This design comes from an exercise in tuning for small area, a short achievable clock period and few clock cycles per item on the open sky130 flow, not from production work.
Where RTL was checked, it was by simulation tests only, not by an equivalence proof against the original.
Function not checked in runs 2 and 3: the RTL went through the layout flow alone.

==> flow/design.v, too long to show whole: its modules and the start of the top module <==
// module sigmoid_unit: 595 lines
// module pfxi_row_h3_r11_11_11: 45 lines
// module pfxi_row_h3_r12_12_12: 51 lines
// module pfxi_row_h3_r13_13_13: 53 lines
// module pfxi_row_h3_r14_14_14: 57 lines
// module pfxi_row_h3_r15_15_15: 61 lines
// module pfxi_row_bk_r15_16_16: 67 lines
// module pfxi_row_bk_r16_16_16: 67 lines
// module pfxi_row_bk_r16_17_16: 69 lines
module sigmoid_unit (
    input  wire               clk,
    input  wire               rst,
    input  wire               in_valid,
    input  wire signed [15:0] net_in,
    output wire               out_valid,
    output wire signed [31:0] f_net,
    output wire signed [31:0] x,
    output wire signed [31:0] y,
    output wire signed [31:0] z
);
  // ...
==> flow/flow/run.sh <==
#!/bin/bash
set -euo pipefail
export BUFFER_PORTS_ARGS="-buffer_cell sky130_fd_sc_hd__buf_1"
# one tie cell drives all constant outputs
export SKIP_REPAIR_TIE_FANOUT=1
# stronger flip-flops where one drives several output buffers
export POST_GLOBAL_PLACE_TCL=$PWD/flow/upsize_out_ff.tcl UPSIZE_FF4_MIN=4 UPSIZE_FF2_MIN=2
bash standard.sh > standard.log 2>&1
==> flow/flow/upsize_out_ff.tcl <==
# Give the flip-flops that drive several output-port buffers (the copies of
# the sign bits, and the z bits that also drive f_net) a stronger drive.
set block [ord::get_db_block]
set n_up 0
foreach inst [$block getInsts] {
  if {[[$inst getMaster] getName] ne "sky130_fd_sc_hd__dfxtp_1"} { continue }
  set q [$inst findITerm Q]
  set net [$q getNet]
  if {$net eq "NULL"} { continue }
  set nout 0
  foreach it [$net getITerms] {
    if {[string match "output*" [[$it getInst] getName]]} { incr nout }
  }
  if {$nout >= $::env(UPSIZE_FF4_MIN)} {
    replace_cell [$inst getName] sky130_fd_sc_hd__dfxtp_4
    incr n_up
  } elseif {$nout >= $::env(UPSIZE_FF2_MIN)} {
    replace_cell [$inst getName] sky130_fd_sc_hd__dfxtp_2
    incr n_up
  }
}
puts "upsize_out_ff: resized $n_up flip-flops"
==> flow/standard.sh <==
#!/bin/bash
# synth_recipe.tcl (not shown) runs the flow's synth.tcl, then flattens the netlist and writes it again
# the make line also repeats each setting of config.mk as NAME=value (left out here)
make -C /OpenROAD-flow-scripts/flow DESIGN_CONFIG=/design/flow/config.mk WORK_HOME=/design/flow/orfs CLKGATE_MAP_FILE= SYNTH_SCRIPT=/design/flow/synth_recipe.tcl "${@:-finish}"
==> flow/config.mk <==
export PLATFORM = sky130hd
export DESIGN_NAME = sigmoid_unit
export DESIGN_NICKNAME = sigmoid_unit
export VERILOG_FILES = /design/flow/design.v
export SDC_FILE = /design/flow/constraint.sdc
export NUM_CORES = 4
export LEC_CHECK = 0
export ABC_AREA = 1
export CAP_MARGIN = 20
export CORE_MARGIN = 2
export CORE_UTILIZATION = 40
export SLEW_MARGIN = 20
==> flow/constraint.sdc <==
create_clock -name core_clock -period 62.0 [get_ports {clk}]
set_input_delay 12.4000 -clock core_clock [delete_from_list [all_inputs] [get_ports {clk}]]
set_output_delay 12.4000 -clock core_clock [all_outputs]
set_load 0.01 [all_outputs]
==> impl_results.md, run 1 <==
* Status: finished clean
* Commonest non-fill, non-tap cell in the layout: nand2_1
* Global-route wire length before repair at 38,390 um
* Setup violators final at 0
* Met1 WL at 9857 um
* Fraction of area in multi-input gates at 66.08%
* Crit path DAT at 0.88 ns
* Longest Clk Path Bufs at 2
* Die ar. at 28,660 sq um
* Multi-input gates at 1,020
* Vias in the first global route at 8,485
* Biggest register: xr
* CTS sink cnt at 102
* Top Ports at 148
* Max-cap viol count at 0
* Final Cycle Share at 21.41%
* Critical Path End: f_net[1]
* Hold worst-path end: s1$_DFF_P_
* FF-to-FF setup slack at 49.25 ns
* Reg2reg path depth at 54
* Final Hold Viols at 0
* Largest net degree at the start of global routing at 47
* Antenna violations before repair at 0
* Routing usage on met2 at 30.95%
* Top cell category: multi-input combinational cells
* Worst-path fanout max at 3
* Critical path startpoint category: register
* Bufs w/o clock at 105
Testbench counts, summed over its fixed seeds: cycles 16,024, items 16,000.
==> module sigmoid_unit, before the edit <==
module sigmoid_unit (
    input  wire               clk,
    input  wire               rst,
    input  wire               in_valid,
    input  wire signed [15:0] net_in,
    output wire               out_valid,
    output wire signed [31:0] f_net,
    output wire signed [31:0] x,
    output wire signed [31:0] y,
    output wire signed [31:0] z
);
reg [14:0] nx_q;
reg        s_q;
reg        v0;
always @(posedge clk) begin
    nx_q  <= net_in[14:0] ^ {15{net_in[15]}};
    s_q   <= net_in[15];
    v0    <= in_valid & ~rst;
end
wire        s0 = s_q;
wire [15:0] nx0 = {1'b0, nx_q};
wire [15:0] d0 = (nx0 + {15'd0, s0} + 16'd1000);
wire [10:0] tk9 = ~11'd1953;    
wire [10:0] df9;
wire        ge9;
pfxi_row_h3_r11_11_11 row9 (.t(tk9), .d(d0[10:0]), .hz(~|d0[15:11]), .ge(ge9), .r(df9));
wire [10:0] tr9 = df9;
wire [11:0] tk8 = {tr9, 1'b1};
wire [11:0] df8;
wire        ge8;
pfxi_row_h3_r12_12_12 row8 (.t(tk8), .d(d0[11:0]), .hz(~|d0[15:12]), .ge(ge8), .r(df8));
wire [11:0] tr8 = df8;
wire [12:0] tk7 = {tr8, 1'b1};
wire [12:0] df7;
wire        ge7;
pfxi_row_h3_r13_13_13 row7 (.t(tk7), .d(d0[12:0]), .hz(~|d0[15:13]), .ge(ge7), .r(df7));
wire [12:0] tr7 = df7;
wire [13:0] tk6 = {tr7, 1'b1};
wire [13:0] df6;
wire        ge6;
pfxi_row_h3_r14_14_14 row6 (.t(tk6), .d(d0[13:0]), .hz(~|d0[15:14]), .ge(ge6), .r(df6));
wire [13:0] tr6 = df6;
wire [14:0] tk5 = {tr6, 1'b0};
wire [14:0] df5;
wire        ge5;
pfxi_row_h3_r15_15_15 row5 (.t(tk5), .d(d0[14:0]), .hz(~|d0[15:15]), .ge(ge5), .r(df5));
wire [14:0] tr5 = df5;
reg [15:0] d1;
reg        s1;
reg        v1;
reg [14:0] t1;
reg        q9_1;
reg        q8_1;
reg        q7_1;
reg        q6_1;
reg        q5_1;
always @(posedge clk) begin
    d1 <= d0;
    s1 <= s0;
    v1 <= v0 & ~rst;
    t1 <= tr5;
    q9_1 <= ge9;
    q8_1 <= ge8;
    q7_1 <= ge7;
    q6_1 <= ge6;
    q5_1 <= ge5;
end
wire [15:0] tk4 = {t1, 1'b0};
wire [14:0] df4;
wire        ge4;
pfxi_row_bk_r15_16_16 row4 (.t(tk4), .d(d1[15:0]), .hz(1'b1), .ge(ge4), .r(df4));
wire [14:0] tr4 = df4;
wire [15:0] tk3 = {tr4, 1'b0};
wire [14:0] df3;
wire        ge3;
pfxi_row_bk_r15_16_16 row3 (.t(tk3), .d(d1[15:0]), .hz(1'b1), .ge(ge3), .r(df3));
wire [14:0] tr3 = df3;
wire [15:0] tk2 = {tr3, 1'b0};
wire [14:0] df2;
wire        ge2;
pfxi_row_bk_r15_16_16 row2 (.t(tk2), .d(d1[15:0]), .hz(1'b1), .ge(ge2), .r(df2));
wire [14:0] tr2 = df2;
wire [15:0] tk1 = {tr2, 1'b0};
wire [15:0] df1;
wire        ge1;
pfxi_row_bk_r16_16_16 row1 (.t(tk1), .d(d1[15:0]), .hz(1'b1), .ge(ge1), .r(df1));
wire [15:0] tr1 = df1;
wire [16:0] tk0 = {tr1, 1'b0};
wire [15:0] df0;
wire        ge0;
pfxi_row_bk_r16_17_16 row0 (.t(tk0), .d(d1[15:0]), .hz(1'b1), .ge(ge0), .r(df0));
wire [8:0]  qh = {q9_1, q8_1, q7_1, q6_1, q5_1, ge4, ge3, ge2, ge1};
wire        q0 = ge0;
wire [8:0] v;
wire [9:0] v_p, v_g;
assign v_g[0] = 1'b0; assign v_p[0] = 1'b0;
assign v_p[1] = (~qh[0]) ^ (1'b0); assign v_g[1] = (~qh[0]) & (1'b0);
assign v_p[2] = (~qh[1]) ^ (1'b0); assign v_g[2] = (~qh[1]) & (1'b0);
assign v_p[3] = (~qh[2]) ^ (1'b1); assign v_g[3] = (~qh[2]) & (1'b1);
assign v_p[4] = (~qh[3]) ^ (1'b0); assign v_g[4] = (~qh[3]) & (1'b0);
assign v_p[5] = (~qh[4]) ^ (1'b1); assign v_g[5] = (~qh[4]) & (1'b1);
assign v_p[6] = (~qh[5]) ^ (1'b1); assign v_g[6] = (~qh[5]) & (1'b1);
assign v_p[7] = (~qh[6]) ^ (1'b1); assign v_g[7] = (~qh[6]) & (1'b1);
assign v_p[8] = (~qh[7]) ^ (1'b1); assign v_g[8] = (~qh[7]) & (1'b1);
assign v_p[9] = (~qh[8]) ^ (1'b1); assign v_g[9] = (~qh[8]) & (1'b1);
wire v_g0_1 = v_g[1] | (v_p[1] & v_g[0]);
wire v_p0_1 = v_p[1] & v_p[0];
wire v_g0_3 = v_g[3] | (v_p[3] & v_g[2]);
wire v_p0_3 = v_p[3] & v_p[2];
wire v_g0_5 = v_g[5] | (v_p[5] & v_g[4]);
wire v_p0_5 = v_p[5] & v_p[4];
wire v_g0_7 = v_g[7] | (v_p[7] & v_g[6]);
wire v_p0_7 = v_p[7] & v_p[6];
wire v_g0_9 = v_g[9] | (v_p[9] & v_g[8]);
wire v_p0_9 = v_p[9] & v_p[8];
wire v_g1_2 = v_g[2] | (v_p[2] & v_g0_1);
wire v_p1_2 = v_p[2] & v_p0_1;
wire v_g1_3 = v_g0_3 | (v_p0_3 & v_g0_1);
wire v_p1_3 = v_p0_3 & v_p0_1;
wire v_g1_6 = v_g[6] | (v_p[6] & v_g0_5);
wire v_p1_6 = v_p[6] & v_p0_5;
wire v_g1_7 = v_g0_7 | (v_p0_7 & v_g0_5);
wire v_p1_7 = v_p0_7 & v_p0_5;
wire v_g2_4 = v_g[4] | (v_p[4] & v_g1_3);
wire v_p2_4 = v_p[4] & v_p1_3;
wire v_g2_5 = v_g0_5 | (v_p0_5 & v_g1_3);
wire v_p2_5 = v_p0_5 & v_p1_3;
wire v_g2_6 = v_g1_6 | (v_p1_6 & v_g1_3);
wire v_p2_6 = v_p1_6 & v_p1_3;
wire v_g2_7 = v_g1_7 | (v_p1_7 & v_g1_3);
wire v_p2_7 = v_p1_7 & v_p1_3;
wire v_g3_8 = v_g[8] | (v_p[8] & v_g2_7);
wire v_p3_8 = v_p[8] & v_p2_7;
wire v_g3_9 = v_g0_9 | (v_p0_9 & v_g2_7);
wire v_p3_9 = v_p0_9 & v_p2_7;
assign v[0] = v_p[1] ^ v_g[0];
assign v[1] = v_p[2] ^ v_g0_1;
assign v[2] = v_p[3] ^ v_g1_2;
assign v[3] = v_p[4] ^ v_g1_3;
assign v[4] = v_p[5] ^ v_g2_4;
assign v[5] = v_p[6] ^ v_g2_5;
assign v[6] = v_p[7] ^ v_g2_6;
assign v[7] = v_p[8] ^ v_g2_7;
assign v[8] = v_p[9] ^ v_g3_8;
wire [9:0] nv;
wire [10:0] nv_p, nv_g;
assign nv_g[0] = 1'b0; assign nv_p[0] = 1'b0;
assign nv_p[1] = (qh[0]) ^ (1'b1); assign nv_g[1] = (qh[0]) & (1'b1);
assign nv_p[2] = (qh[1]) ^ (1'b0); assign nv_g[2] = (qh[1]) & (1'b0);
assign nv_p[3] = (qh[2]) ^ (1'b1); assign nv_g[3] = (qh[2]) & (1'b1);
assign nv_p[4] = (qh[3]) ^ (1'b1); assign nv_g[4] = (qh[3]) & (1'b1);
assign nv_p[5] = (qh[4]) ^ (1'b0); assign nv_g[5] = (qh[4]) & (1'b0);
assign nv_p[6] = (qh[5]) ^ (1'b0); assign nv_g[6] = (qh[5]) & (1'b0);
assign nv_p[7] = (qh[6]) ^ (1'b0); assign nv_g[7] = (qh[6]) & (1'b0);
assign nv_p[8] = (qh[7]) ^ (1'b0); assign nv_g[8] = (qh[7]) & (1'b0);
assign nv_p[9] = (qh[8]) ^ (1'b0); assign nv_g[9] = (qh[8]) & (1'b0);
assign nv_p[10] = (1'b0) ^ (1'b1); assign nv_g[10] = (1'b0) & (1'b1);
wire nv_g0_1 = nv_g[1] | (nv_p[1] & nv_g[0]);
wire nv_p0_1 = nv_p[1] & nv_p[0];
wire nv_g0_3 = nv_g[3] | (nv_p[3] & nv_g[2]);
wire nv_p0_3 = nv_p[3] & nv_p[2];
wire nv_g0_5 = nv_g[5] | (nv_p[5] & nv_g[4]);
wire nv_p0_5 = nv_p[5] & nv_p[4];
wire nv_g0_7 = nv_g[7] | (nv_p[7] & nv_g[6]);
wire nv_p0_7 = nv_p[7] & nv_p[6];
wire nv_g0_9 = nv_g[9] | (nv_p[9] & nv_g[8]);
wire nv_p0_9 = nv_p[9] & nv_p[8];
wire nv_g1_2 = nv_g[2] | (nv_p[2] & nv_g0_1);
wire nv_p1_2 = nv_p[2] & nv_p0_1;
wire nv_g1_3 = nv_g0_3 | (nv_p0_3 & nv_g0_1);
wire nv_p1_3 = nv_p0_3 & nv_p0_1;
wire nv_g1_6 = nv_g[6] | (nv_p[6] & nv_g0_5);
wire nv_p1_6 = nv_p[6] & nv_p0_5;
wire nv_g1_7 = nv_g0_7 | (nv_p0_7 & nv_g0_5);
wire nv_p1_7 = nv_p0_7 & nv_p0_5;
wire nv_g1_10 = nv_g[10] | (nv_p[10] & nv_g0_9);
wire nv_p1_10 = nv_p[10] & nv_p0_9;
wire nv_g2_4 = nv_g[4] | (nv_p[4] & nv_g1_3);
wire nv_p2_4 = nv_p[4] & nv_p1_3;
wire nv_g2_5 = nv_g0_5 | (nv_p0_5 & nv_g1_3);
wire nv_p2_5 = nv_p0_5 & nv_p1_3;
wire nv_g2_6 = nv_g1_6 | (nv_p1_6 & nv_g1_3);
wire nv_p2_6 = nv_p1_6 & nv_p1_3;
wire nv_g2_7 = nv_g1_7 | (nv_p1_7 & nv_g1_3);
wire nv_p2_7 = nv_p1_7 & nv_p1_3;
wire nv_g3_8 = nv_g[8] | (nv_p[8] & nv_g2_7);
wire nv_p3_8 = nv_p[8] & nv_p2_7;
wire nv_g3_9 = nv_g0_9 | (nv_p0_9 & nv_g2_7);
wire nv_p3_9 = nv_p0_9 & nv_p2_7;
wire nv_g3_10 = nv_g1_10 | (nv_p1_10 & nv_g2_7);
wire nv_p3_10 = nv_p1_10 & nv_p2_7;
assign nv[0] = nv_p[1] ^ nv_g[0];
assign nv[1] = nv_p[2] ^ nv_g0_1;
assign nv[2] = nv_p[3] ^ nv_g1_2;
assign nv[3] = nv_p[4] ^ nv_g1_3;
assign nv[4] = nv_p[5] ^ nv_g2_4;
assign nv[5] = nv_p[6] ^ nv_g2_5;
assign nv[6] = nv_p[7] ^ nv_g2_6;
assign nv[7] = nv_p[8] ^ nv_g2_7;
assign nv[8] = nv_p[9] ^ nv_g3_8;
assign nv[9] = nv_p[10] ^ nv_g3_9;
wire [9:0] zp;
wire [10:0] zp_p, zp_g;
assign zp_g[0] = 1'b0; assign zp_p[0] = 1'b0;
assign zp_p[1] = (~qh[0]) ^ (1'b0); assign zp_g[1] = (~qh[0]) & (1'b0);
assign zp_p[2] = (~qh[1]) ^ (1'b0); assign zp_g[2] = (~qh[1]) & (1'b0);
assign zp_p[3] = (~qh[2]) ^ (1'b0); assign zp_g[3] = (~qh[2]) & (1'b0);
assign zp_p[4] = (~qh[3]) ^ (1'b1); assign zp_g[4] = (~qh[3]) & (1'b1);
assign zp_p[5] = (~qh[4]) ^ (1'b0); assign zp_g[5] = (~qh[4]) & (1'b0);
assign zp_p[6] = (~qh[5]) ^ (1'b1); assign zp_g[6] = (~qh[5]) & (1'b1);
assign zp_p[7] = (~qh[6]) ^ (1'b1); assign zp_g[7] = (~qh[6]) & (1'b1);
assign zp_p[8] = (~qh[7]) ^ (1'b1); assign zp_g[8] = (~qh[7]) & (1'b1);
assign zp_p[9] = (~qh[8]) ^ (1'b1); assign zp_g[9] = (~qh[8]) & (1'b1);
assign zp_p[10] = (1'b1) ^ (1'b1); assign zp_g[10] = (1'b1) & (1'b1);
wire zp_g0_1 = zp_g[1] | (zp_p[1] & zp_g[0]);
wire zp_p0_1 = zp_p[1] & zp_p[0];
wire zp_g0_3 = zp_g[3] | (zp_p[3] & zp_g[2]);
wire zp_p0_3 = zp_p[3] & zp_p[2];
wire zp_g0_5 = zp_g[5] | (zp_p[5] & zp_g[4]);
wire zp_p0_5 = zp_p[5] & zp_p[4];
wire zp_g0_7 = zp_g[7] | (zp_p[7] & zp_g[6]);
wire zp_p0_7 = zp_p[7] & zp_p[6];
wire zp_g0_9 = zp_g[9] | (zp_p[9] & zp_g[8]);
wire zp_p0_9 = zp_p[9] & zp_p[8];
wire zp_g1_2 = zp_g[2] | (zp_p[2] & zp_g0_1);
wire zp_p1_2 = zp_p[2] & zp_p0_1;
wire zp_g1_3 = zp_g0_3 | (zp_p0_3 & zp_g0_1);
wire zp_p1_3 = zp_p0_3 & zp_p0_1;
wire zp_g1_6 = zp_g[6] | (zp_p[6] & zp_g0_5);
wire zp_p1_6 = zp_p[6] & zp_p0_5;
wire zp_g1_7 = zp_g0_7 | (zp_p0_7 & zp_g0_5);
wire zp_p1_7 = zp_p0_7 & zp_p0_5;
wire zp_g1_10 = zp_g[10] | (zp_p[10] & zp_g0_9);
wire zp_p1_10 = zp_p[10] & zp_p0_9;
wire zp_g2_4 = zp_g[4] | (zp_p[4] & zp_g1_3);
wire zp_p2_4 = zp_p[4] & zp_p1_3;
wire zp_g2_5 = zp_g0_5 | (zp_p0_5 & zp_g1_3);
wire zp_p2_5 = zp_p0_5 & zp_p1_3;
wire zp_g2_6 = zp_g1_6 | (zp_p1_6 & zp_g1_3);
wire zp_p2_6 = zp_p1_6 & zp_p1_3;
wire zp_g2_7 = zp_g1_7 | (zp_p1_7 & zp_g1_3);
wire zp_p2_7 = zp_p1_7 & zp_p1_3;
wire zp_g3_8 = zp_g[8] | (zp_p[8] & zp_g2_7);
wire zp_p3_8 = zp_p[8] & zp_p2_7;
wire zp_g3_9 = zp_g0_9 | (zp_p0_9 & zp_g2_7);
wire zp_p3_9 = zp_p0_9 & zp_p2_7;
wire zp_g3_10 = zp_g1_10 | (zp_p1_10 & zp_g2_7);
wire zp_p3_10 = zp_p1_10 & zp_p2_7;
assign zp[0] = zp_p[1] ^ zp_g[0];
assign zp[1] = zp_p[2] ^ zp_g0_1;
assign zp[2] = zp_p[3] ^ zp_g1_2;
assign zp[3] = zp_p[4] ^ zp_g1_3;
assign zp[4] = zp_p[5] ^ zp_g2_4;
assign zp[5] = zp_p[6] ^ zp_g2_5;
assign zp[6] = zp_p[7] ^ zp_g2_6;
assign zp[7] = zp_p[8] ^ zp_g2_7;
assign zp[8] = zp_p[9] ^ zp_g3_8;
assign zp[9] = zp_p[10] ^ zp_g3_9;
wire [9:0] qh1;
wire [10:0] qh1_p, qh1_g;
assign qh1_g[0] = 1'b1; assign qh1_p[0] = 1'b0;
assign qh1_p[1] = (qh[0]) ^ (1'b0); assign qh1_g[1] = (qh[0]) & (1'b0);
assign qh1_p[2] = (qh[1]) ^ (1'b0); assign qh1_g[2] = (qh[1]) & (1'b0);
assign qh1_p[3] = (qh[2]) ^ (1'b0); assign qh1_g[3] = (qh[2]) & (1'b0);
assign qh1_p[4] = (qh[3]) ^ (1'b0); assign qh1_g[4] = (qh[3]) & (1'b0);
assign qh1_p[5] = (qh[4]) ^ (1'b0); assign qh1_g[5] = (qh[4]) & (1'b0);
assign qh1_p[6] = (qh[5]) ^ (1'b0); assign qh1_g[6] = (qh[5]) & (1'b0);
assign qh1_p[7] = (qh[6]) ^ (1'b0); assign qh1_g[7] = (qh[6]) & (1'b0);
assign qh1_p[8] = (qh[7]) ^ (1'b0); assign qh1_g[8] = (qh[7]) & (1'b0);
assign qh1_p[9] = (qh[8]) ^ (1'b0); assign qh1_g[9] = (qh[8]) & (1'b0);
assign qh1_p[10] = (1'b0) ^ (1'b0); assign qh1_g[10] = (1'b0) & (1'b0);
wire qh1_g0_1 = qh1_g[1] | (qh1_p[1] & qh1_g[0]);
wire qh1_p0_1 = qh1_p[1] & qh1_p[0];
wire qh1_g0_3 = qh1_g[3] | (qh1_p[3] & qh1_g[2]);
wire qh1_p0_3 = qh1_p[3] & qh1_p[2];
wire qh1_g0_5 = qh1_g[5] | (qh1_p[5] & qh1_g[4]);
wire qh1_p0_5 = qh1_p[5] & qh1_p[4];
wire qh1_g0_7 = qh1_g[7] | (qh1_p[7] & qh1_g[6]);
wire qh1_p0_7 = qh1_p[7] & qh1_p[6];
wire qh1_g0_9 = qh1_g[9] | (qh1_p[9] & qh1_g[8]);
wire qh1_p0_9 = qh1_p[9] & qh1_p[8];
wire qh1_g1_2 = qh1_g[2] | (qh1_p[2] & qh1_g0_1);
wire qh1_p1_2 = qh1_p[2] & qh1_p0_1;
wire qh1_g1_3 = qh1_g0_3 | (qh1_p0_3 & qh1_g0_1);
wire qh1_p1_3 = qh1_p0_3 & qh1_p0_1;
wire qh1_g1_6 = qh1_g[6] | (qh1_p[6] & qh1_g0_5);
wire qh1_p1_6 = qh1_p[6] & qh1_p0_5;
wire qh1_g1_7 = qh1_g0_7 | (qh1_p0_7 & qh1_g0_5);
wire qh1_p1_7 = qh1_p0_7 & qh1_p0_5;
wire qh1_g1_10 = qh1_g[10] | (qh1_p[10] & qh1_g0_9);
wire qh1_p1_10 = qh1_p[10] & qh1_p0_9;
wire qh1_g2_4 = qh1_g[4] | (qh1_p[4] & qh1_g1_3);
wire qh1_p2_4 = qh1_p[4] & qh1_p1_3;
wire qh1_g2_5 = qh1_g0_5 | (qh1_p0_5 & qh1_g1_3);
wire qh1_p2_5 = qh1_p0_5 & qh1_p1_3;
wire qh1_g2_6 = qh1_g1_6 | (qh1_p1_6 & qh1_g1_3);
wire qh1_p2_6 = qh1_p1_6 & qh1_p1_3;
wire qh1_g2_7 = qh1_g1_7 | (qh1_p1_7 & qh1_g1_3);
wire qh1_p2_7 = qh1_p1_7 & qh1_p1_3;
wire qh1_g3_8 = qh1_g[8] | (qh1_p[8] & qh1_g2_7);
wire qh1_p3_8 = qh1_p[8] & qh1_p2_7;
wire qh1_g3_9 = qh1_g0_9 | (qh1_p0_9 & qh1_g2_7);
wire qh1_p3_9 = qh1_p0_9 & qh1_p2_7;
wire qh1_g3_10 = qh1_g1_10 | (qh1_p1_10 & qh1_g2_7);
wire qh1_p3_10 = qh1_p1_10 & qh1_p2_7;
assign qh1[0] = qh1_p[1] ^ qh1_g[0];
assign qh1[1] = qh1_p[2] ^ qh1_g0_1;
assign qh1[2] = qh1_p[3] ^ qh1_g1_2;
assign qh1[3] = qh1_p[4] ^ qh1_g1_3;
assign qh1[4] = qh1_p[5] ^ qh1_g2_4;
assign qh1[5] = qh1_p[6] ^ qh1_g2_5;
assign qh1[6] = qh1_p[7] ^ qh1_g2_6;
assign qh1[7] = qh1_p[8] ^ qh1_g2_7;
assign qh1[8] = qh1_p[9] ^ qh1_g3_8;
assign qh1[9] = qh1_p[10] ^ qh1_g3_9;
wire [9:0]  yv  = s1 ? (q0 ? {nv[8:0], 1'b0} : {~v, 1'b1}) : {v, ~q0};
wire [9:0]  zv  = s1 ? (q0 ? qh1 : {1'b0, qh}) : zp;
wire        yneg0 = s1 & (d1 >= 16'd1002);
wire        yneg1 = s1 & (d1 != 16'd1001);
wire        yneg2 = s1 & ((|d1[15:10]) | (d1[9:0] >= 10'd1002));
wire        yneg3 = s1 & (d1[15:1] != 15'd500);
wire [15:0] nn;
wire [16:0] nn_p, nn_g;
assign nn_g[0] = 1'b0; assign nn_p[0] = 1'b0;
assign nn_p[1] = (d1[0] ^ s1) ^ (s1); assign nn_g[1] = (d1[0] ^ s1) & (s1);
assign nn_p[2] = (d1[1] ^ s1) ^ (1'b0); assign nn_g[2] = (d1[1] ^ s1) & (1'b0);
assign nn_p[3] = (d1[2] ^ s1) ^ (1'b0); assign nn_g[3] = (d1[2] ^ s1) & (1'b0);
assign nn_p[4] = (d1[3] ^ s1) ^ (1'b1); assign nn_g[4] = (d1[3] ^ s1) & (1'b1);
assign nn_p[5] = (d1[4] ^ s1) ^ (~s1); assign nn_g[5] = (d1[4] ^ s1) & (~s1);
assign nn_p[6] = (d1[5] ^ s1) ^ (s1); assign nn_g[6] = (d1[5] ^ s1) & (s1);
assign nn_p[7] = (d1[6] ^ s1) ^ (s1); assign nn_g[7] = (d1[6] ^ s1) & (s1);
assign nn_p[8] = (d1[7] ^ s1) ^ (s1); assign nn_g[8] = (d1[7] ^ s1) & (s1);
assign nn_p[9] = (d1[8] ^ s1) ^ (s1); assign nn_g[9] = (d1[8] ^ s1) & (s1);
assign nn_p[10] = (d1[9] ^ s1) ^ (s1); assign nn_g[10] = (d1[9] ^ s1) & (s1);
assign nn_p[11] = (d1[10] ^ s1) ^ (~s1); assign nn_g[11] = (d1[10] ^ s1) & (~s1);
assign nn_p[12] = (d1[11] ^ s1) ^ (~s1); assign nn_g[12] = (d1[11] ^ s1) & (~s1);
assign nn_p[13] = (d1[12] ^ s1) ^ (~s1); assign nn_g[13] = (d1[12] ^ s1) & (~s1);
assign nn_p[14] = (d1[13] ^ s1) ^ (~s1); assign nn_g[14] = (d1[13] ^ s1) & (~s1);
assign nn_p[15] = (d1[14] ^ s1) ^ (~s1); assign nn_g[15] = (d1[14] ^ s1) & (~s1);
assign nn_p[16] = (d1[15] ^ s1) ^ (~s1); assign nn_g[16] = (d1[15] ^ s1) & (~s1);
wire nn_g0_1 = nn_g[1] | (nn_p[1] & nn_g[0]);
wire nn_p0_1 = nn_p[1] & nn_p[0];
wire nn_g1_2 = nn_g[2] | (nn_p[2] & nn_g0_1);
wire nn_p1_2 = nn_p[2] & nn_p0_1;
wire nn_g2_3 = nn_g[3] | (nn_p[3] & nn_g1_2);
wire nn_p2_3 = nn_p[3] & nn_p1_2;
wire nn_g3_4 = nn_g[4] | (nn_p[4] & nn_g2_3);
wire nn_p3_4 = nn_p[4] & nn_p2_3;
wire nn_g4_5 = nn_g[5] | (nn_p[5] & nn_g3_4);
wire nn_p4_5 = nn_p[5] & nn_p3_4;
wire nn_g5_6 = nn_g[6] | (nn_p[6] & nn_g4_5);
wire nn_p5_6 = nn_p[6] & nn_p4_5;
wire nn_g6_7 = nn_g[7] | (nn_p[7] & nn_g5_6);
wire nn_p6_7 = nn_p[7] & nn_p5_6;
wire nn_g7_8 = nn_g[8] | (nn_p[8] & nn_g6_7);
wire nn_p7_8 = nn_p[8] & nn_p6_7;
wire nn_g8_9 = nn_g[9] | (nn_p[9] & nn_g7_8);
wire nn_p8_9 = nn_p[9] & nn_p7_8;
wire nn_g9_10 = nn_g[10] | (nn_p[10] & nn_g8_9);
wire nn_p9_10 = nn_p[10] & nn_p8_9;
wire nn_g10_11 = nn_g[11] | (nn_p[11] & nn_g9_10);
wire nn_p10_11 = nn_p[11] & nn_p9_10;
wire nn_g11_12 = nn_g[12] | (nn_p[12] & nn_g10_11);
wire nn_p11_12 = nn_p[12] & nn_p10_11;
wire nn_g12_13 = nn_g[13] | (nn_p[13] & nn_g11_12);
wire nn_p12_13 = nn_p[13] & nn_p11_12;
wire nn_g13_14 = nn_g[14] | (nn_p[14] & nn_g12_13);
wire nn_p13_14 = nn_p[14] & nn_p12_13;
wire nn_g14_15 = nn_g[15] | (nn_p[15] & nn_g13_14);
wire nn_p14_15 = nn_p[15] & nn_p13_14;
wire nn_g15_16 = nn_g[16] | (nn_p[16] & nn_g14_15);
wire nn_p15_16 = nn_p[16] & nn_p14_15;
assign nn[0] = nn_p[1] ^ nn_g[0];
assign nn[1] = nn_p[2] ^ nn_g0_1;
assign nn[2] = nn_p[3] ^ nn_g1_2;
assign nn[3] = nn_p[4] ^ nn_g2_3;
assign nn[4] = nn_p[5] ^ nn_g3_4;
assign nn[5] = nn_p[6] ^ nn_g4_5;
assign nn[6] = nn_p[7] ^ nn_g5_6;
assign nn[7] = nn_p[8] ^ nn_g6_7;
assign nn[8] = nn_p[9] ^ nn_g7_8;
assign nn[9] = nn_p[10] ^ nn_g8_9;
assign nn[10] = nn_p[11] ^ nn_g9_10;
assign nn[11] = nn_p[12] ^ nn_g10_11;
assign nn[12] = nn_p[13] ^ nn_g11_12;
assign nn[13] = nn_p[14] ^ nn_g12_13;
assign nn[14] = nn_p[15] ^ nn_g13_14;
assign nn[15] = nn_p[16] ^ nn_g14_15;
wire [21:0] n22  = {{6{s1}}, nn};
wire [21:0] x1;
wire [22:0] x1_p, x1_g;
assign x1_g[0] = 1'b0; assign x1_p[0] = 1'b0;
assign x1_p[1] = (n22[0]) ^ (1'b0); assign x1_g[1] = (n22[0]) & (1'b0);
assign x1_p[2] = (n22[1]) ^ (1'b0); assign x1_g[2] = (n22[1]) & (1'b0);
assign x1_p[3] = (n22[2]) ^ (1'b0); assign x1_g[3] = (n22[2]) & (1'b0);
assign x1_p[4] = (n22[3]) ^ (1'b0); assign x1_g[4] = (n22[3]) & (1'b0);
assign x1_p[5] = (n22[4]) ^ (1'b0); assign x1_g[5] = (n22[4]) & (1'b0);
assign x1_p[6] = (n22[5]) ^ (1'b0); assign x1_g[6] = (n22[5]) & (1'b0);
assign x1_p[7] = (n22[6]) ^ (1'b0); assign x1_g[7] = (n22[6]) & (1'b0);
assign x1_p[8] = (n22[7]) ^ (n22[0]); assign x1_g[8] = (n22[7]) & (n22[0]);
assign x1_p[9] = (n22[8]) ^ (n22[1]); assign x1_g[9] = (n22[8]) & (n22[1]);
assign x1_p[10] = (n22[9]) ^ (n22[2]); assign x1_g[10] = (n22[9]) & (n22[2]);
assign x1_p[11] = (n22[10]) ^ (n22[3]); assign x1_g[11] = (n22[10]) & (n22[3]);
assign x1_p[12] = (n22[11]) ^ (n22[4]); assign x1_g[12] = (n22[11]) & (n22[4]);
assign x1_p[13] = (n22[12]) ^ (n22[5]); assign x1_g[13] = (n22[12]) & (n22[5]);
assign x1_p[14] = (n22[13]) ^ (n22[6]); assign x1_g[14] = (n22[13]) & (n22[6]);
assign x1_p[15] = (n22[14]) ^ (n22[7]); assign x1_g[15] = (n22[14]) & (n22[7]);
assign x1_p[16] = (n22[15]) ^ (n22[8]); assign x1_g[16] = (n22[15]) & (n22[8]);
assign x1_p[17] = (n22[16]) ^ (n22[9]); assign x1_g[17] = (n22[16]) & (n22[9]);
assign x1_p[18] = (n22[17]) ^ (n22[10]); assign x1_g[18] = (n22[17]) & (n22[10]);
assign x1_p[19] = (n22[18]) ^ (n22[11]); assign x1_g[19] = (n22[18]) & (n22[11]);
assign x1_p[20] = (n22[19]) ^ (n22[12]); assign x1_g[20] = (n22[19]) & (n22[12]);
assign x1_p[21] = (n22[20]) ^ (n22[13]); assign x1_g[21] = (n22[20]) & (n22[13]);
assign x1_p[22] = (n22[21]) ^ (n22[14]); assign x1_g[22] = (n22[21]) & (n22[14]);
wire x1_g0_1 = x1_g[1] | (x1_p[1] & x1_g[0]);
wire x1_p0_1 = x1_p[1] & x1_p[0];
wire x1_g1_2 = x1_g[2] | (x1_p[2] & x1_g0_1);
wire x1_p1_2 = x1_p[2] & x1_p0_1;
wire x1_g2_3 = x1_g[3] | (x1_p[3] & x1_g1_2);
wire x1_p2_3 = x1_p[3] & x1_p1_2;
wire x1_g3_4 = x1_g[4] | (x1_p[4] & x1_g2_3);
wire x1_p3_4 = x1_p[4] & x1_p2_3;
wire x1_g4_5 = x1_g[5] | (x1_p[5] & x1_g3_4);
wire x1_p4_5 = x1_p[5] & x1_p3_4;
wire x1_g5_6 = x1_g[6] | (x1_p[6] & x1_g4_5);
wire x1_p5_6 = x1_p[6] & x1_p4_5;
wire x1_g6_7 = x1_g[7] | (x1_p[7] & x1_g5_6);
wire x1_p6_7 = x1_p[7] & x1_p5_6;
wire x1_g7_8 = x1_g[8] | (x1_p[8] & x1_g6_7);
wire x1_p7_8 = x1_p[8] & x1_p6_7;
wire x1_g8_9 = x1_g[9] | (x1_p[9] & x1_g7_8);
wire x1_p8_9 = x1_p[9] & x1_p7_8;
wire x1_g9_10 = x1_g[10] | (x1_p[10] & x1_g8_9);
wire x1_p9_10 = x1_p[10] & x1_p8_9;
wire x1_g10_11 = x1_g[11] | (x1_p[11] & x1_g9_10);
wire x1_p10_11 = x1_p[11] & x1_p9_10;
wire x1_g11_12 = x1_g[12] | (x1_p[12] & x1_g10_11);
wire x1_p11_12 = x1_p[12] & x1_p10_11;
wire x1_g12_13 = x1_g[13] | (x1_p[13] & x1_g11_12);
wire x1_p12_13 = x1_p[13] & x1_p11_12;
wire x1_g13_14 = x1_g[14] | (x1_p[14] & x1_g12_13);
wire x1_p13_14 = x1_p[14] & x1_p12_13;
wire x1_g14_15 = x1_g[15] | (x1_p[15] & x1_g13_14);
wire x1_p14_15 = x1_p[15] & x1_p13_14;
wire x1_g15_16 = x1_g[16] | (x1_p[16] & x1_g14_15);
wire x1_p15_16 = x1_p[16] & x1_p14_15;
wire x1_g16_17 = x1_g[17] | (x1_p[17] & x1_g15_16);
wire x1_p16_17 = x1_p[17] & x1_p15_16;
wire x1_g17_18 = x1_g[18] | (x1_p[18] & x1_g16_17);
wire x1_p17_18 = x1_p[18] & x1_p16_17;
wire x1_g18_19 = x1_g[19] | (x1_p[19] & x1_g17_18);
wire x1_p18_19 = x1_p[19] & x1_p17_18;
wire x1_g19_20 = x1_g[20] | (x1_p[20] & x1_g18_19);
wire x1_p19_20 = x1_p[20] & x1_p18_19;
wire x1_g20_21 = x1_g[21] | (x1_p[21] & x1_g19_20);
wire x1_p20_21 = x1_p[21] & x1_p19_20;
wire x1_g21_22 = x1_g[22] | (x1_p[22] & x1_g20_21);
wire x1_p21_22 = x1_p[22] & x1_p20_21;
assign x1[0] = x1_p[1] ^ x1_g[0];
assign x1[1] = x1_p[2] ^ x1_g0_1;
assign x1[2] = x1_p[3] ^ x1_g1_2;
assign x1[3] = x1_p[4] ^ x1_g2_3;
assign x1[4] = x1_p[5] ^ x1_g3_4;
assign x1[5] = x1_p[6] ^ x1_g4_5;
assign x1[6] = x1_p[7] ^ x1_g5_6;
assign x1[7] = x1_p[8] ^ x1_g6_7;
assign x1[8] = x1_p[9] ^ x1_g7_8;
assign x1[9] = x1_p[10] ^ x1_g8_9;
assign x1[10] = x1_p[11] ^ x1_g9_10;
assign x1[11] = x1_p[12] ^ x1_g10_11;
assign x1[12] = x1_p[13] ^ x1_g11_12;
assign x1[13] = x1_p[14] ^ x1_g12_13;
assign x1[14] = x1_p[15] ^ x1_g13_14;
assign x1[15] = x1_p[16] ^ x1_g14_15;
assign x1[16] = x1_p[17] ^ x1_g15_16;
assign x1[17] = x1_p[18] ^ x1_g16_17;
assign x1[18] = x1_p[19] ^ x1_g17_18;
assign x1[19] = x1_p[20] ^ x1_g18_19;
assign x1[20] = x1_p[21] ^ x1_g19_20;
assign x1[21] = x1_p[22] ^ x1_g20_21;
wire [21:0] xx;
wire [22:0] xx_p, xx_g;
assign xx_g[0] = 1'b1; assign xx_p[0] = 1'b0;
assign xx_p[1] = (x1[0]) ^ (1'b1); assign xx_g[1] = (x1[0]) & (1'b1);
assign xx_p[2] = (x1[1]) ^ (1'b1); assign xx_g[2] = (x1[1]) & (1'b1);
assign xx_p[3] = (x1[2]) ^ (~n22[0]); assign xx_g[3] = (x1[2]) & (~n22[0]);
assign xx_p[4] = (x1[3]) ^ (~n22[1]); assign xx_g[4] = (x1[3]) & (~n22[1]);
assign xx_p[5] = (x1[4]) ^ (~n22[2]); assign xx_g[5] = (x1[4]) & (~n22[2]);
assign xx_p[6] = (x1[5]) ^ (~n22[3]); assign xx_g[6] = (x1[5]) & (~n22[3]);
assign xx_p[7] = (x1[6]) ^ (~n22[4]); assign xx_g[7] = (x1[6]) & (~n22[4]);
assign xx_p[8] = (x1[7]) ^ (~n22[5]); assign xx_g[8] = (x1[7]) & (~n22[5]);
assign xx_p[9] = (x1[8]) ^ (~n22[6]); assign xx_g[9] = (x1[8]) & (~n22[6]);
assign xx_p[10] = (x1[9]) ^ (~n22[7]); assign xx_g[10] = (x1[9]) & (~n22[7]);
assign xx_p[11] = (x1[10]) ^ (~n22[8]); assign xx_g[11] = (x1[10]) & (~n22[8]);
assign xx_p[12] = (x1[11]) ^ (~n22[9]); assign xx_g[12] = (x1[11]) & (~n22[9]);
assign xx_p[13] = (x1[12]) ^ (~n22[10]); assign xx_g[13] = (x1[12]) & (~n22[10]);
assign xx_p[14] = (x1[13]) ^ (~n22[11]); assign xx_g[14] = (x1[13]) & (~n22[11]);
assign xx_p[15] = (x1[14]) ^ (~n22[12]); assign xx_g[15] = (x1[14]) & (~n22[12]);
assign xx_p[16] = (x1[15]) ^ (~n22[13]); assign xx_g[16] = (x1[15]) & (~n22[13]);
assign xx_p[17] = (x1[16]) ^ (~n22[14]); assign xx_g[17] = (x1[16]) & (~n22[14]);
assign xx_p[18] = (x1[17]) ^ (~n22[15]); assign xx_g[18] = (x1[17]) & (~n22[15]);
assign xx_p[19] = (x1[18]) ^ (~n22[16]); assign xx_g[19] = (x1[18]) & (~n22[16]);
assign xx_p[20] = (x1[19]) ^ (~n22[17]); assign xx_g[20] = (x1[19]) & (~n22[17]);
assign xx_p[21] = (x1[20]) ^ (~n22[18]); assign xx_g[21] = (x1[20]) & (~n22[18]);
assign xx_p[22] = (x1[21]) ^ (~n22[19]); assign xx_g[22] = (x1[21]) & (~n22[19]);
wire xx_g0_1 = xx_g[1] | (xx_p[1] & xx_g[0]);
wire xx_p0_1 = xx_p[1] & xx_p[0];
wire xx_g1_2 = xx_g[2] | (xx_p[2] & xx_g0_1);
wire xx_p1_2 = xx_p[2] & xx_p0_1;
wire xx_g2_3 = xx_g[3] | (xx_p[3] & xx_g1_2);
wire xx_p2_3 = xx_p[3] & xx_p1_2;
wire xx_g3_4 = xx_g[4] | (xx_p[4] & xx_g2_3);
wire xx_p3_4 = xx_p[4] & xx_p2_3;
wire xx_g4_5 = xx_g[5] | (xx_p[5] & xx_g3_4);
wire xx_p4_5 = xx_p[5] & xx_p3_4;
wire xx_g5_6 = xx_g[6] | (xx_p[6] & xx_g4_5);
wire xx_p5_6 = xx_p[6] & xx_p4_5;
wire xx_g6_7 = xx_g[7] | (xx_p[7] & xx_g5_6);
wire xx_p6_7 = xx_p[7] & xx_p5_6;
wire xx_g7_8 = xx_g[8] | (xx_p[8] & xx_g6_7);
wire xx_p7_8 = xx_p[8] & xx_p6_7;
wire xx_g8_9 = xx_g[9] | (xx_p[9] & xx_g7_8);
wire xx_p8_9 = xx_p[9] & xx_p7_8;
wire xx_g9_10 = xx_g[10] | (xx_p[10] & xx_g8_9);
wire xx_p9_10 = xx_p[10] & xx_p8_9;
wire xx_g10_11 = xx_g[11] | (xx_p[11] & xx_g9_10);
wire xx_p10_11 = xx_p[11] & xx_p9_10;
wire xx_g11_12 = xx_g[12] | (xx_p[12] & xx_g10_11);
wire xx_p11_12 = xx_p[12] & xx_p10_11;
wire xx_g12_13 = xx_g[13] | (xx_p[13] & xx_g11_12);
wire xx_p12_13 = xx_p[13] & xx_p11_12;
wire xx_g13_14 = xx_g[14] | (xx_p[14] & xx_g12_13);
wire xx_p13_14 = xx_p[14] & xx_p12_13;
wire xx_g14_15 = xx_g[15] | (xx_p[15] & xx_g13_14);
wire xx_p14_15 = xx_p[15] & xx_p13_14;
wire xx_g15_16 = xx_g[16] | (xx_p[16] & xx_g14_15);
wire xx_p15_16 = xx_p[16] & xx_p14_15;
wire xx_g16_17 = xx_g[17] | (xx_p[17] & xx_g15_16);
wire xx_p16_17 = xx_p[17] & xx_p15_16;
wire xx_g17_18 = xx_g[18] | (xx_p[18] & xx_g16_17);
wire xx_p17_18 = xx_p[18] & xx_p16_17;
wire xx_g18_19 = xx_g[19] | (xx_p[19] & xx_g17_18);
wire xx_p18_19 = xx_p[19] & xx_p17_18;
wire xx_g19_20 = xx_g[20] | (xx_p[20] & xx_g18_19);
wire xx_p19_20 = xx_p[20] & xx_p18_19;
wire xx_g20_21 = xx_g[21] | (xx_p[21] & xx_g19_20);
wire xx_p20_21 = xx_p[21] & xx_p19_20;
wire xx_g21_22 = xx_g[22] | (xx_p[22] & xx_g20_21);
wire xx_p21_22 = xx_p[22] & xx_p20_21;
assign xx[0] = xx_p[1] ^ xx_g[0];
assign xx[1] = xx_p[2] ^ xx_g0_1;
assign xx[2] = xx_p[3] ^ xx_g1_2;
assign xx[3] = xx_p[4] ^ xx_g2_3;
assign xx[4] = xx_p[5] ^ xx_g3_4;
assign xx[5] = xx_p[6] ^ xx_g4_5;
assign xx[6] = xx_p[7] ^ xx_g5_6;
assign xx[7] = xx_p[8] ^ xx_g6_7;
assign xx[8] = xx_p[9] ^ xx_g7_8;
assign xx[9] = xx_p[10] ^ xx_g8_9;
assign xx[10] = xx_p[11] ^ xx_g9_10;
assign xx[11] = xx_p[12] ^ xx_g10_11;
assign xx[12] = xx_p[13] ^ xx_g11_12;
assign xx[13] = xx_p[14] ^ xx_g12_13;
assign xx[14] = xx_p[15] ^ xx_g13_14;
assign xx[15] = xx_p[16] ^ xx_g14_15;
assign xx[16] = xx_p[17] ^ xx_g15_16;
assign xx[17] = xx_p[18] ^ xx_g16_17;
assign xx[18] = xx_p[19] ^ xx_g17_18;
assign xx[19] = xx_p[20] ^ xx_g18_19;
assign xx[20] = xx_p[21] ^ xx_g19_20;
assign xx[21] = xx_p[22] ^ xx_g20_21;
reg        vo;
reg [1:0] xs;
reg [3:0] ys;
reg [21:0] xr;
reg [9:0]  yr;
reg [9:0]  zr;
always @(posedge clk) begin
    vo <= v1 & ~rst;
    xs[0] <= s1;
    xs[1] <= s1 & (d1 != 16'd1000);
    ys[0] <= yneg0;
    ys[1] <= yneg1;
    ys[2] <= yneg2;
    ys[3] <= yneg3;
    xr <= xx;
    yr <= yv;
    zr <= zv;
end
assign out_valid = vo;
assign x     = {xs[0], xs[0], xs[0], xs[0], xs[1], xs[1], xs[1], xr, 3'b000};
assign y     = {ys[0], ys[0], ys[0], ys[0], ys[0], ys[0], ys[1], ys[1], ys[1], ys[1], ys[1], ys[2], ys[2], ys[2], ys[2], ys[2], ys[2], ys[3], ys[3], ys[3], ys[3], ys[3], yr};
assign z     = {21'd0, zr, yr[0]};
assign f_net = {22'd0, zr};
endmodule
==> run 2, diff against run 1 <==
--- a/flow/design.v
+++ b/flow/design.v
@@ -23,7 +23,7 @@
 wire [10:0] tk9 = ~11'd1953;    
 wire [10:0] df9;
 wire        ge9;
-pfxi_row_h3_r11_11_11 row9 (.t(tk9), .d(d0[10:0]), .hz(~|d0[15:11]), .ge(ge9), .r(df9));
+pfxi_row_rc_r11_11_11 row9 (.t(tk9), .d(d0[10:0]), .hz(~|d0[15:11]), .ge(ge9), .r(df9));
 wire [10:0] tr9 = df9;
 wire [11:0] tk8 = {tr9, 1'b1};
 wire [11:0] df8;
@@ -593,7 +593,7 @@
 assign z     = {21'd0, zr, yr[0]};
 assign f_net = {22'd0, zr};
 endmodule
-module pfxi_row_h3_r11_11_11 (
+module pfxi_row_rc_r11_11_11 (
     input  wire [10:0] t,
     input  wire [10:0] d,
     input  wire        hz,
@@ -605,36 +605,26 @@
 wire [10:0] g = t & dd;    
 wire g0_1 = g[1] | (p[1] & g[0]);
 wire p0_1 = p[1] & p[0];
-wire g0_4 = g[4] | (p[4] & g[3]);
-wire p0_4 = p[4] & p[3];
-wire g0_7 = g[7] | (p[7] & g[6]);
-wire p0_7 = p[7] & p[6];
-wire g0_10 = g[10] | (p[10] & g[9]);
-wire p0_10 = p[10] & p[9];
 wire g1_2 = g[2] | (p[2] & g0_1);
 wire p1_2 = p[2] & p0_1;
-wire g1_5 = g[5] | (p[5] & g0_4);
-wire p1_5 = p[5] & p0_4;
-wire g1_8 = g[8] | (p[8] & g0_7);
-wire p1_8 = p[8] & p0_7;
-wire g2_5 = g1_5 | (p1_5 & g1_2);
-wire p2_5 = p1_5 & p1_2;
-wire g3_8 = g1_8 | (p1_8 & g2_5);
-wire p3_8 = p1_8 & p2_5;
-wire g4_3 = g[3] | (p[3] & g1_2);
-wire p4_3 = p[3] & p1_2;
-wire g4_4 = g0_4 | (p0_4 & g1_2);
-wire p4_4 = p0_4 & p1_2;
-wire g4_6 = g[6] | (p[6] & g2_5);
-wire p4_6 = p[6] & p2_5;
-wire g4_7 = g0_7 | (p0_7 & g2_5);
-wire p4_7 = p0_7 & p2_5;
-wire g4_9 = g[9] | (p[9] & g3_8);
-wire p4_9 = p[9] & p3_8;
-wire g4_10 = g0_10 | (p0_10 & g3_8);
-wire p4_10 = p0_10 & p3_8;
-wire [10:0] bi = {g4_9, g3_8, g4_7, g4_6, g2_5, g4_4, g4_3, g1_2, g0_1, g[0], 1'b0};
-assign ge = hz & ~g4_10;
+wire g2_3 = g[3] | (p[3] & g1_2);
+wire p2_3 = p[3] & p1_2;
+wire g3_4 = g[4] | (p[4] & g2_3);
+wire p3_4 = p[4] & p2_3;
+wire g4_5 = g[5] | (p[5] & g3_4);
+wire p4_5 = p[5] & p3_4;
+wire g5_6 = g[6] | (p[6] & g4_5);
+wire p5_6 = p[6] & p4_5;
+wire g6_7 = g[7] | (p[7] & g5_6);
+wire p6_7 = p[7] & p5_6;
+wire g7_8 = g[8] | (p[8] & g6_7);
+wire p7_8 = p[8] & p6_7;
+wire g8_9 = g[9] | (p[9] & g7_8);
+wire p8_9 = p[9] & p7_8;
+wire g9_10 = g[10] | (p[10] & g8_9);
+wire p9_10 = p[10] & p8_9;
+wire [10:0] bi = {g8_9, g7_8, g6_7, g5_6, g4_5, g3_4, g2_3, g1_2, g0_1, g[0], 1'b0};
+assign ge = hz & ~g9_10;
 wire [10:0] dn = p ^ bi;    
 assign r  = ge ? dn[10:0] : t[10:0];
 endmodule
==> impl_results.md, run 2 <==
* Status: finished clean
* Crit path DAT at 0.89 ns (about the same)
* Setup violators final at 0 (unchanged)
* Register area share after synthesis at 18.28%
* Most frequent cells in the layout: nand2_1, inv_1, ha_1
* WL per Instance at 12.34 um
* Final setup TNS at 0 ns
* CP max-delay cell: dfxtp_4
* Post-CTS Resized at 0
* Total CTS buffers at 9
* Commonest non-fill, non-tap cell in the layout: nand2_1
* Reg clk slew, reported paths at 0.08 ns
* CTS sink cnt at 102 (unchanged)
* WL final at 22,700 um
* Area Growth Syn to Fin at 4.190%
* GR Overflow Total at 0
* Layout cells sized above 1 at 7.529%
* Longest Clk Path Bufs at 2 (unchanged)
* Global-route wire length before repair at 39,360 um (+2.5%)
* Slew headroom at 36.50%
* Count leader, synth: nand2_1
* Max-cap viol count at 0 (unchanged)
* Vias in the first global route at 8,550 (+0.77%)
* Die Wd at 171.1 um
* Routed Antenna Nets at 0
* Total GRT Usage at 16.55%
* Worst-path fanout max at 6 (+3)
* Die ar. at 29,270 sq um (+2.2%)
* CTS root buf: clkbuf_16
* Synth cell count leaders: nand2_1, inv_1, ha_1, dfxtp_1, nand3_1
* Top delay family on crit path: flip-flops
* Core box area at 27,630 sq um
* Slew Limit Fails at 0
* Cell Chain, Critical Path: buf_1
* Htree depth at 3
* Yosys top cell area share at 18.28%
* Fillers at 2,839
* FF-to-FF setup slack at 49.25 ns (about the same)
* Largest net degree at the start of global routing at 47 (unchanged)
* N_diodes at 0
* Final Cycle Share at 21.43% (about the same)
* Cell variety after synth at 54
* Critical path startpoint category: register
* Die H at 171.1 um
* YS warnings at 1
* Fin crit period at 13.29 ns
* Critical Path RT at 49.60 ns
* Nets at 1,699
* Post-Place Cell Area at 11,320 sq um
* Initial DRC count at 302
* Clk Latency, worst-skew pair at 0.36 ns
* Number of hold buffers added after CTS at 0
* Top Ports at 148 (unchanged)
* Initial Util at 40.42%
* CTS tree: built
* WP buf/inv at 1
* Design area at 11,640 sq um
* Dpl hpwl at 19,200 um
* Worst Hold Class: register to register
* Number of synthesized flops with an enable pin at 0
* Mapped Cells at 1,449
* Largest registers: xr x22, d1 x16
* Final Hold Viols at 0 (unchanged)
* Max reg flops at 22
* #FFs+latches synth at 102
* Ys async rst share at 0%
* Antenna violations before repair at 0 (unchanged)
* Unrepaired setup endpoints after global routing: no
* Remaining routing DRC violations at 0
* Critical path type: register to primary output
* Vias per cell at 4.730
* Slew @ Worst Pin at 0.9525 ns
* Rows at 61
* Via count at 8,699
* Synthesized area at 11,170 sq um
* Synthesized Nets at 1,692
* Ys flop type: dfxtp_1
* Mean Syn Cell Area at 7.708 sq um
* Ranking of synthesized cells by area: dfxtp_1, ha_1, fa_1
* Port-buffer cells at 101
* Post-CTS setup buffer count at 0
* Setup Skew at 0.01065 ns
* Max Freq at 75.26 MHz
* TritonRoute pass-1 iters at 5
* Synth area leader: dfxtp_1
* Crit path capture type: primary output
* Slowest Stage Delay on Critical Path at 0.37 ns
* Biggest register: xr
[run 2: changes by cell type after synthesis, sizes merged, moves of 7 or more]
| cell | change |
|---|---|
| nand2 | +11 |
| a21o | -7 |
| buf | +8 |
| or2 | +11 |
| clkbuf | -7 |
| ha | +7 |
| inv | +17 |
| nor2 | -20 |
| and2 | +17 |
| nand3 | +65 |
| o21ai | -42 |
[run 2: area by class of cell]
cell class | instances | area [sq um] | area share, %
inverters | 190 | 719.4 | 6.183
well taps | 378 | 473.0 | 4.065
clock buffers | 10 | 239.0 | 2.054
flip-flops and latches | 102 | 2077 | 17.85
repair buffers | 106 | 416.7 | 3.581
clock inverters | 6 | 73.82 | 0.6344
multi-input cells | 1047 | 7637 | 65.63
[run 2: per-layer routing]
| metal | wire (um) | part of all wire (%) | global-route usage, % | vias to the layer above |
|---|---|---|---|---|
| met5 | 0 | 0 | 0 | - |
| li1 | - | - | - | 4574 |
| met1 | 10300 | 45 | 19.74 | 3955 |
| met4 | 598 | 2.6 | 5.785 | 0 |
| met2 | 11110 | 49 | 30.19 | 140 |
| met3 | 692 | 3.0 | 2.359 | 30 |
[run 2: cell families (layout without fill, tap and decap cells)]
logic type,after synthesis,count (layout),synth area share (%)
fa+ha+maj,224,224,30.34
flops,102,102,18.28
other cells,1,1,0.03358
buf+inv,300,312,13.33
compound gates,154,154,7.730
simple gates,585,585,23.64
xor+xnor,83,83,6.644
[run 2: final timing paths]
| kind | from | to | cells past startpoint |
|---|---|---|---|
| max reg2reg | s_q$_DFF_P_ | t1[8]$_DFF_P_ | 84 |
| max | ys[0]$_DFF_P_ | y[28] | 1 |
| min reg2reg | s_q$_DFF_P_ | s1$_DFF_P_ | 0 |
| min | s_q$_DFF_P_ | s1$_DFF_P_ | 0 |
[run 2: stage by stage]
stage | std cells | setup slack (ns) | util [%] | hold slack, ns
2_1_floorplan | 1449 | 48.64 | - | 0.3594
3_3_place_gp | 1823 | 48.61 | 40.86 | 0.3605
3_5_place_dp | 1823 | 48.53 | 40.98 | 0.3663
4_1_cts | 1839 | 48.70 | 42.12 | 0.3786
5_1_grt | 1839 | 47.45 | 42.12 | 0.3941
6_report | 1839 | 48.71 | 42.12 | 0.3753
==> run 3, diff against run 2 <==
--- a/flow/design.v
+++ b/flow/design.v
@@ -9,21 +9,18 @@
     output wire signed [31:0] y,
     output wire signed [31:0] z
 );
-reg [14:0] nx_q;
-reg        s_q;
+reg [15:0] net_q;
 reg        v0;
 always @(posedge clk) begin
-    nx_q  <= net_in[14:0] ^ {15{net_in[15]}};
-    s_q   <= net_in[15];
+    net_q <= net_in;
     v0    <= in_valid & ~rst;
 end
-wire        s0 = s_q;
-wire [15:0] nx0 = {1'b0, nx_q};
-wire [15:0] d0 = (nx0 + {15'd0, s0} + 16'd1000);
+wire        s0 = net_q[15];
+wire [15:0] d0 = ((net_q ^ {16{s0}}) + {15'd0, s0} + 16'd1000);
 wire [10:0] tk9 = ~11'd1953;    
 wire [10:0] df9;
 wire        ge9;
-pfxi_row_rc_r11_11_11 row9 (.t(tk9), .d(d0[10:0]), .hz(~|d0[15:11]), .ge(ge9), .r(df9));
+pfxi_row_h3_r11_11_11 row9 (.t(tk9), .d(d0[10:0]), .hz(~|d0[15:11]), .ge(ge9), .r(df9));
 wire [10:0] tr9 = df9;
 wire [11:0] tk8 = {tr9, 1'b1};
 wire [11:0] df8;
@@ -318,7 +315,6 @@
 wire        yneg0 = s1 & (d1 >= 16'd1002);
 wire        yneg1 = s1 & (d1 != 16'd1001);
 wire        yneg2 = s1 & ((|d1[15:10]) | (d1[9:0] >= 10'd1002));
-wire        yneg3 = s1 & (d1[15:1] != 15'd500);
 wire [15:0] nn;
 wire [16:0] nn_p, nn_g;
 assign nn_g[0] = 1'b0; assign nn_p[0] = 1'b0;
@@ -570,8 +566,8 @@
 assign xx[20] = xx_p[21] ^ xx_g19_20;
 assign xx[21] = xx_p[22] ^ xx_g20_21;
 reg        vo;
-reg [1:0] xs;
-reg [3:0] ys;
+reg [2:0] xs;
+reg [2:0] ys;
 reg [21:0] xr;
 reg [9:0]  yr;
 reg [9:0]  zr;
@@ -579,21 +575,21 @@
     vo <= v1 & ~rst;
     xs[0] <= s1;
     xs[1] <= s1 & (d1 != 16'd1000);
+    xs[2] <= nn[15];
     ys[0] <= yneg0;
     ys[1] <= yneg1;
     ys[2] <= yneg2;
-    ys[3] <= yneg3;
     xr <= xx;
     yr <= yv;
     zr <= zv;
 end
 assign out_valid = vo;
-assign x     = {xs[0], xs[0], xs[0], xs[0], xs[1], xs[1], xs[1], xr, 3'b000};
-assign y     = {ys[0], ys[0], ys[0], ys[0], ys[0], ys[0], ys[1], ys[1], ys[1], ys[1], ys[1], ys[2], ys[2], ys[2], ys[2], ys[2], ys[2], ys[3], ys[3], ys[3], ys[3], ys[3], yr};
+assign x     = {xs[0], xs[0], xs[0], xs[1], xs[1], xs[2], xs[2], xr, 3'b000};
+assign y     = {ys[0], ys[0], ys[0], ys[0], ys[0], ys[0], ys[0], ys[0], ys[1], ys[1], ys[1], ys[1], ys[1], ys[1], ys[1], ys[2], ys[2], ys[2], ys[2], ys[2], ys[2], ys[2], yr};
 assign z     = {21'd0, zr, yr[0]};
 assign f_net = {22'd0, zr};
 endmodule
-module pfxi_row_rc_r11_11_11 (
+module pfxi_row_h3_r11_11_11 (
     input  wire [10:0] t,
     input  wire [10:0] d,
     input  wire        hz,
@@ -605,26 +601,36 @@
 wire [10:0] g = t & dd;    
 wire g0_1 = g[1] | (p[1] & g[0]);
 wire p0_1 = p[1] & p[0];
+wire g0_4 = g[4] | (p[4] & g[3]);
+wire p0_4 = p[4] & p[3];
+wire g0_7 = g[7] | (p[7] & g[6]);
+wire p0_7 = p[7] & p[6];
+wire g0_10 = g[10] | (p[10] & g[9]);
+wire p0_10 = p[10] & p[9];
 wire g1_2 = g[2] | (p[2] & g0_1);
 wire p1_2 = p[2] & p0_1;
-wire g2_3 = g[3] | (p[3] & g1_2);
-wire p2_3 = p[3] & p1_2;
-wire g3_4 = g[4] | (p[4] & g2_3);
-wire p3_4 = p[4] & p2_3;
-wire g4_5 = g[5] | (p[5] & g3_4);
-wire p4_5 = p[5] & p3_4;
-wire g5_6 = g[6] | (p[6] & g4_5);
-wire p5_6 = p[6] & p4_5;
-wire g6_7 = g[7] | (p[7] & g5_6);
-wire p6_7 = p[7] & p5_6;
-wire g7_8 = g[8] | (p[8] & g6_7);
-wire p7_8 = p[8] & p6_7;
-wire g8_9 = g[9] | (p[9] & g7_8);
-wire p8_9 = p[9] & p7_8;
-wire g9_10 = g[10] | (p[10] & g8_9);
-wire p9_10 = p[10] & p8_9;
-wire [10:0] bi = {g8_9, g7_8, g6_7, g5_6, g4_5, g3_4, g2_3, g1_2, g0_1, g[0], 1'b0};
-assign ge = hz & ~g9_10;
+wire g1_5 = g[5] | (p[5] & g0_4);
+wire p1_5 = p[5] & p0_4;
+wire g1_8 = g[8] | (p[8] & g0_7);
+wire p1_8 = p[8] & p0_7;
+wire g2_5 = g1_5 | (p1_5 & g1_2);
+wire p2_5 = p1_5 & p1_2;
+wire g3_8 = g1_8 | (p1_8 & g2_5);
+wire p3_8 = p1_8 & p2_5;
+wire g4_3 = g[3] | (p[3] & g1_2);
+wire p4_3 = p[3] & p1_2;
+wire g4_4 = g0_4 | (p0_4 & g1_2);
+wire p4_4 = p0_4 & p1_2;
+wire g4_6 = g[6] | (p[6] & g2_5);
+wire p4_6 = p[6] & p2_5;
+wire g4_7 = g0_7 | (p0_7 & g2_5);
+wire p4_7 = p0_7 & p2_5;
+wire g4_9 = g[9] | (p[9] & g3_8);
+wire p4_9 = p[9] & p3_8;
+wire g4_10 = g0_10 | (p0_10 & g3_8);
+wire p4_10 = p0_10 & p3_8;
+wire [10:0] bi = {g4_9, g3_8, g4_7, g4_6, g2_5, g4_4, g4_3, g1_2, g0_1, g[0], 1'b0};
+assign ge = hz & ~g4_10;
 wire [10:0] dn = p ^ bi;    
 assign r  = ge ? dn[10:0] : t[10:0];
 endmodule
==> impl_results.md, run 3 <==
* Fin crit period at 15.54 ns (+2.250 ns)
* Slowest Stage Delay on Critical Path at 0.82 ns (+0.45 ns)
* WP buf/inv at 11 (+10)
* Die ar. at 29,750 sq um (+1.6%)
* HP Start: v0$_DFF_P_
* Crit path DAT at 15.84 ns (+14.95 ns)
* Area Growth Syn to Fin at 3.966%
* Hold depth at 2 (+2)
* Final setup TNS at 0 ns (unchanged)
* Yosys top cell area share at 17.98% (-0.30 points)
* Largest net degree at the start of global routing at 47 (unchanged)
* Initial DRC count at 360 (+19%)
* Layout cells sized above 1 at 7.488% (-0.041 points)
* TritonRoute pass-1 iters at 5 (unchanged)
* Crit path capture type: register
* Slew Limit Fails at 0 (unchanged)
* Top Ports at 148 (unchanged)
* Setup Skew at 0.01271 ns (+0.002061 ns)
* Hold worst-path end: v1$_DFF_P_
* Total GRT Usage at 17.56% (+1.0 points)
* Mean Syn Cell Area at 7.571 sq um (-1.8%)
* RR Endpoint: t1[9]$_DFF_P_
* Longest Clk Path Bufs at 2 (unchanged)
* WL final at 24,520 um (+8.0%)
* Max reg flops at 22 (unchanged)
* Rows at 61 (unchanged)
* Biggest register: xr
* Clk Latency, worst-skew pair at 0.36 ns (about the same)
* Count leader, synth: nand2_1
* Total CTS buffers at 9 (unchanged)
* Synthesized Nets at 1,736 (+2.6%)
* Cell variety after synth at 53 (-1.9%)
* WHS at 0.4045 ns (+0.02926 ns)
* Number of synthesized flops with an enable pin at 0 (unchanged)
* Fillers at 2,907 (+2.4%)
* Die Wd at 172.5 um (+0.82%)
* Dpl hpwl at 20,600 um (+7.3%)
* Number of hold buffers added after CTS at 0 (unchanged)
* Core box area at 27,860 sq um (+0.83%)
* Post-CTS Resized at 0 (unchanged)
* Antenna violations before repair at 0 (unchanged)
* CTS tree: built
* Worst Hold Class: register to register
* Final Hold Viols at 0 (unchanged)
* CTS root buf: clkbuf_16
* Multi-input logic area at 7855 sq um (+2.9%)
* Worst-path fanout max at 22 (+16)
* Ranking of synthesized cells by area: dfxtp_1, ha_1, fa_1
* Synthesized area at 11,360 sq um (+1.7%)
* Vias per cell at 4.813 (+1.8%)
* Nets at 1,740 (+2.4%)
* Vias in the first global route at 8,979 (+5.0%)
* Slew @ Worst Pin at 0.9500 ns (-0.002498 ns)
* Register area share after synthesis at 17.98% (-0.30 points)
* Critical path type: register to register
* Die H at 172.5 um (+0.82%)
* Register Area at 2072 sq um (-0.24%)
* Synth cell count leaders: nand2_1, inv_1, ha_1, dfxtp_1, nand3_1
* Max Freq at 64.36 MHz (-14%)
* Status: finished clean
* WL per Instance at 13.00 um (+5.3%)
* Critical path startpoint category: register
* Port-buffer cells at 101 (unchanged)
* Synth area leader: dfxtp_1
* Final Cycle Share at 25.06% (+3.6 points)
* R2R Path Start: net_q[15]$_DFF_P_
* N_diodes at 0 (unchanged)
* #FFs+latches synth at 102 (unchanged)
* FF-to-FF setup slack at 46.46 ns (-2.79 ns)
## run 3: changes by cell type after synthesis, sizes merged, moves of 5 or more
cell	before	now
a211oi	2	8
nor2	51	75
a31oi	5	10
xnor2	28	34
or2	20	14
xor2	55	46
a21oi	58	41
nand2	350	404
inv	187	179
ha	146	139
nand3	116	97
o21ai	69	79
## run 3: worst max path at each step
stage,start,to,cells past startpoint
2_1_floorplan,ys[0]$_DFF_P_,y[25],1
5_1_grt,net_q[15]$_DFF_P_,t1[9]$_DFF_P_,78
4_1_cts,net_q[15]$_DFF_P_,t1[9]$_DFF_P_,78
3_3_place_gp,net_q[15]$_DFF_P_,t1[9]$_DFF_P_,78
3_5_place_dp,net_q[15]$_DFF_P_,t1[9]$_DFF_P_,78
6_report,net_q[15]$_DFF_P_,t1[9]$_DFF_P_,78
## run 3: per-stage QoR
stage	utilization [%]	worst slack (ns)	cell area, sq um	std cells
after floorplan	-	48.98	11360	1500
after global placement	41.14	46.85	11460	1871
after detailed placement	41.24	46.38	11490	1871
after CTS	42.38	46.33	11810	1887
after global routing	42.38	44.55	11810	1887
final	42.38	46.46	11810	1887
## run 3: layer usage
metal	part of all wire, %	vias up	track usage, %
li1	-	4747	-
met4	2.5	0	5.517
met5	0	-	0
met2	50	123	32.56
met1	45	4182	20.87
met3	2.3	31	2.358
## run 3: cell type report
class                      instances  area share (%)
sequential                       102           17.55
timing repair buffer             104           3.402
inverter                         183           5.818
clock buffer                      10           2.120
clock inverter                     6          0.5723
multi-input combinational       1104           66.53
tap                              378           4.006
## run 3: worst register-to-register path: cells and delay by family, from the launching register on
kind	cells	cell delay [ns]
XOR/XNOR	1	0.55
AND/OR/NAND/NOR	44	6.12
buffers and inverters	11	2.52
adder cells (fa/ha/maj)	10	3.54
AO/OA/AOI/OAI	12	1.96
flip-flops	1	0.82
## run 3: kinds of logic after synthesis
| logic type | share of synthesized area, % |
|---|---|
| flops | 17.98 |
| buf+inv | 12.85 |
| compound gates | 8.815 |
| simple gates | 24.93 |
| mux | 0.08815 |
| xor+xnor | 6.236 |
| fa+ha+maj | 29.07 |
| other cells | 0.03302 |

## port drivers added, routing unchanged
How much do the figures lean on ideal ports? The routed layouts below were timed once more, with nothing changed but the port constraints.
Step 1 assumes that a clkbuf_16 drives the clock port and a buf_2 every other input.
Step 2, shift: input delay + t, output delay - t, t = (earliest + latest rising clock arrival at the registers) / 2. This alone moves slack from input paths to output paths.
Slacks: ideal ports / drivers / drivers and shift; pairs: ideal ports / drivers.
| run | t (ns) | slack for setup (ns) | hold slack, ns | worst register clock-pin slew, ns | cell pins on the clock port's net |
|---|---|---|---|---|---|
| run 1 | 0.398 | 48.723 / 48.678 / 48.531 | 0.367 / 0.367 / 0.367 | 0.08 / 0.08 | 1 |
| run 2 | 0.402 | 48.713 / 48.669 / 48.584 | 0.375 / 0.375 / 0.375 | 0.08 / 0.08 | 1 |
| run 3 | 0.400 | 46.463 / 46.463 / 46.463 | 0.405 / 0.405 / 0.405 | 0.08 / 0.08 | 1 |
After both steps setup and hold are still met in every run listed. The setup slack of run 1, which loses most, moves by -0.045 ns with the drivers and by -0.192 ns with both steps.
